Source: an optimization exercise on an open RTL-to-GDS flow (aim: small area). Production flows keep margins and buffers that such runs may drop. Function was checked by simulation only, so behaviour that the tests miss may differ from the original. Power figures rest on the tool's default switching activity, not on a simulated workload.

Design top, start of the top module:
module top (
    input clk,
    input mode,
    input song,
    input plus,
    input minus,
    input rst,
    input set,
    input refer,
    input player1,
    input player2,
    output reg [8:0] rope,
    output reg [1:0] sel,
    output reg [1:0] ledr,
    output reg [1:0] ledg,
    output [1:0] ledb,
    output [3:0] ledop,
    output [7:0] segdata1,
    output [7:0] segdata0,
    output [7:0] seg,
    output [7:0] sel8,
    output reg ledplayer1,
    output reg ledplayer2,
    output reg buzzer,
    output reg round_indicator_1,
    output reg round_indicator_2
);
localparam SYM_DASH = 4'd10, SYM_L = 4'd11, SYM_E = 4'd12, SYM_BLANK = 4'd13;
wire playsong;
wire song_pulse, mode_pulse, plus_pulse, minus_pulse, set_pulse, refer_pulse;
wire player1_pulse, player2_pulse;
wire set_q, plus_q, minus_q;    
wire b40_lt, b40_gt;         
wire mid_lt, mid_gt;         
wire fast_lt, fast_gt;       
reg  mid_lt_d, mid_gt_d;
parameter init              = 3'd0;
parameter time_set          = 3'd1;
parameter round_set         = 3'd2;
parameter finish_setting    = 3'd3;
parameter counting_down     = 3'd4;
parameter gaming            = 3'd5;
parameter check             = 3'd6;
parameter gameover          = 3'd7;
reg [2:0] current_state;
reg [2:0] next_state;
reg gameoverflag;            
reg win1, win2, draw;
reg winflag_1, winflag_2, buzzerflag;
reg [1:0] modereg;
reg [3:0] cycle;
reg [2:0] scan;
reg [3:0] score1, score2;
reg [3:0] win;
reg [1:0] nr1;              
reg [3:0] nr0;              
reg [4:0] seck;              
reg [4:0] seck_d;            
reg [3:0] sr1, sr0;          
reg [3:0] sr1_d, sr0_d;      
reg [1:0] cntdownsec;
reg [3:0] buzzer_gameover_8;
reg       ledb_r;
reg       insetting_d;       
reg       act_d;             
reg [3:0] sd0, sd1;          
reg [3:0] segsym;            
reg [1:0] dmode;             
reg [1:0] d_r1;
reg [3:0] d_r0;
reg       lag1, lag2;        
reg [14:0] p1;
reg [12:0] p2;
reg [11:0] p3;
reg [12:0] buzzer_cnt_1Hz;
reg [13:0] countdown_1Hz;
wire [14:0] p1_next = {p1[13:0], ~(p1[14] ^ p1[13])};
wire [12:0] p2_next = {p2[11:0], ~(p2[12] ^ p2[3] ^ p2[2] ^ p2[0])};
  ...
Size in the first run: ~2000 cells after synthesis, about 370 flip-flops, roughly 68 I/O pins, roughly 0.019 mm2 of cells after synthesis.
make LEC_CHECK=0 CAP_MARGIN=20 CORE_MARGIN=2 CORE_UTILIZATION=40 CTS_CLUSTER_DIAMETER=100 CTS_CLUSTER_SIZE=30 PLACE_DENSITY=0.6 SLEW_MARGIN=20 finish   # period 10.0 ns
run.sh (not shown) runs the stock make flow with config.mk's settings and CLKGATE_MAP_FILE= SYNTH_SCRIPT=/design/flow/synth_recipe.tcl, a recipe that flattens the netlist after the stock synthesis.
Edit:
CTS_CLUSTER_DIAMETER = 70   (was 100)
Effect:
- register-to-register slack gains 30 ps
- routed wire length rose by 0.70%
- power rose by 16%
- fmax rose by about 0.55%
- worst setup slack gains 27 ps
Edit:
CTS_CLUSTER_DIAMETER = default   (was 70)
CTS_CLUSTER_SIZE = default   (was 30)
What happened: The changed run finished clean. Register-to-register slack barely changes. Critical path depth does not change. Clock-buffer cell count rose by 38. Final cell count rises by 0.99%. Maximum frequency stays flat.
Edit:
CTS_CLUSTER_DIAMETER = 100   (was default)
CTS_CLUSTER_SIZE = 25   (was default)
Design area shrinks by a few percent.
Combinational power stays flat.
Core utilization fell by 1.6 points.
Die area is unchanged.
Clock power goes down by well over a third.
Maximum frequency drops slightly.
Setup slack is worse by 23 ps.
Via count is lower slightly.

== before ==
top, a different RTL version from the one above (not shown whole).
For scale: about 2,200 cells after synthesis, roughly 68 I/O pins.
// top
module top (
    input clk,
    input mode,
    input song,
    input plus,
    input minus,
    input rst,
    input set,
    input refer,
    input player1,
    input player2,
    output reg [8:0] rope,
    output reg [1:0] sel,
    output reg [1:0] ledr,
    output reg [1:0] ledg,
    output [1:0] ledb,
    output [3:0] ledop,
    output [7:0] segdata1,
    output [7:0] segdata0,
    output [7:0] seg,
    output [7:0] sel8,
    output reg ledplayer1,
    output reg ledplayer2,
    output reg buzzer,
    output reg round_indicator_1,
    output reg round_indicator_2
);
export LEC_CHECK = 0
export ABC_AREA = 1
export ABC_CLOCK_PERIOD_IN_PS = 1000000
export CAP_MARGIN = 20
export CORE_MARGIN = 2
export CORE_UTILIZATION = 40
export CTS_CLUSTER_DIAMETER = 100
export CTS_CLUSTER_SIZE = 25
export PLACE_DENSITY = 0.6
export SLEW_MARGIN = 20
create_clock -name core_clock -period 10.0 [get_ports {clk}]
standard.sh (not shown) runs the stock make flow with config.mk's settings and CLKGATE_MAP_FILE= SYNTH_SCRIPT=/design/flow/synth_recipe.tcl, a recipe that flattens the netlist after the stock synthesis.
==> flow/flow/run.sh <==
#!/bin/bash
# The standard layout (the standard.sh, unchanged synthesis) with three
# changes: after synthesis every combinational cell gets the smallest drive
# strength of its function (flow/downsize.tcl; placement's repair step sizes
# up again where needed), the port buffers are sky130_fd_sc_hd__buf_1 cells,
# and clock tree synthesis inserts no dummy loads. Each tool's output is kept
# in a log file here.
set -euo pipefail
export BUFFER_PORTS_ARGS="-buffer_cell sky130_fd_sc_hd__buf_1"
export CTS_ARGS="-sink_clustering_enable -repair_clock_nets -sink_clustering_size 20 -sink_clustering_max_diameter 70 -dont_use_dummy_load -sink_clustering_buffer sky130_fd_sc_hd__clkbuf_8"
bash ./standard.sh synth > standard_synth.log 2>&1
DOWNSIZE_DIR="$(pwd)/orfs/results/sky130hd/top/base" openroad -no_init -exit flow/downsize.tcl > downsize.log 2>&1
bash ./standard.sh > standard.log 2>&1
==> flow/flow/downsize.tcl <==
# Give every combinational cell of the synthesized netlist the smallest drive
# strength of its function (drive _1, else _0). Flip-flops, clock cells and
# the platform's low-power cells are left alone. Placement's repair step
# upsizes or buffers again wherever slew or capacitance needs it.
set results $::env(DOWNSIZE_DIR)
read_db $results/1_synth.odb
set db [ord::get_db]
set block [ord::get_db_block]
set swapped 0
foreach inst [$block getInsts] {
  set m [[$inst getMaster] getName]
  if {![regexp {^sky130_fd_sc_hd__(.+)_([0-9]+)$} $m -> f d]} { continue }
  if {$d <= 1} { continue }
  if {[regexp {^(df|edf|sdf|sedf|dl|clk|conb|tap|fill|decap|diode|lpflow|probe|ebuf|einv)} $f]} { continue }
  foreach s {1 0} {
    set nm [$db findMaster sky130_fd_sc_hd__${f}_$s]
    if {$nm ne "NULL" && $nm ne ""} {
      $inst swapMaster $nm
      incr swapped
      break
    }
  }
}
puts "downsize: swapped $swapped instances"
write_db $results/1_synth.odb
before: done, clean on timing, DRC and antenna
> inputs changed (before -> after)
--- a/flow/flow/run.sh
+++ b/flow/flow/run.sh
@@ -10 +10 @@
-export CTS_ARGS="-sink_clustering_enable -repair_clock_nets -sink_clustering_size 20 -sink_clustering_max_diameter 70 -dont_use_dummy_load -sink_clustering_buffer sky130_fd_sc_hd__clkbuf_8"
+export CTS_ARGS="-sink_clustering_enable -repair_clock_nets -sink_clustering_size 25 -sink_clustering_max_diameter 100 -dont_use_dummy_load"
Notes after the runs:
The final layout from before, which completed every stage, passed the timing, DRC and antenna checks at the end of the flow. after completed end to end with timing, DRC and antenna clean. after ended up with a lower met3 global-route usage than before did. Slew at the pin closest to its max-slew limit (lower): after. Clock-pin slew of the registers on the worst-case setup and hold paths of before is on par with after.

## static timing again, ports no longer ideal
How much do the figures lean on ideal ports? The routed layouts below were timed once more, with nothing changed but the port constraints. Step 1 assumes that a clkbuf_16 drives the clock port and a buf_2 every other input. Step 2 adds t to the input delays and takes it off the output delays; t is the mean of the earliest and latest rising clock arrival at the registers after step 1. Input paths then give back, and output paths get back, about the clock's delay inside the block. Slacks: ideal / step 1 / step 2; pairs: ideal / step 1.
run | t, ns | setup slack, ns | worst register clock-pin slew, ns | cell pins on the clock port's net
the first run of note 1 | 0.583 | 5.043 / 5.043 / 5.043 | 0.12 / 0.12 | 1
the second run of note 1 | 0.645 | 5.070 / 5.070 / 5.070 | 0.11 / 0.11 | 1
the third run of note 1 | 0.605 | 5.076 / 5.076 / 5.076 | 0.06 / 0.06 | 1
the fourth run of note 1 | 0.597 | 5.053 / 5.053 / 5.053 | 0.11 / 0.11 | 1
before | 0.558 | 5.906 / 5.906 / 5.906 | 0.12 / 0.12 | 1
after | 0.551 | 5.892 / 5.892 / 5.892 | 0.11 / 0.11 | 1
After both steps setup and hold are still met in every run listed.
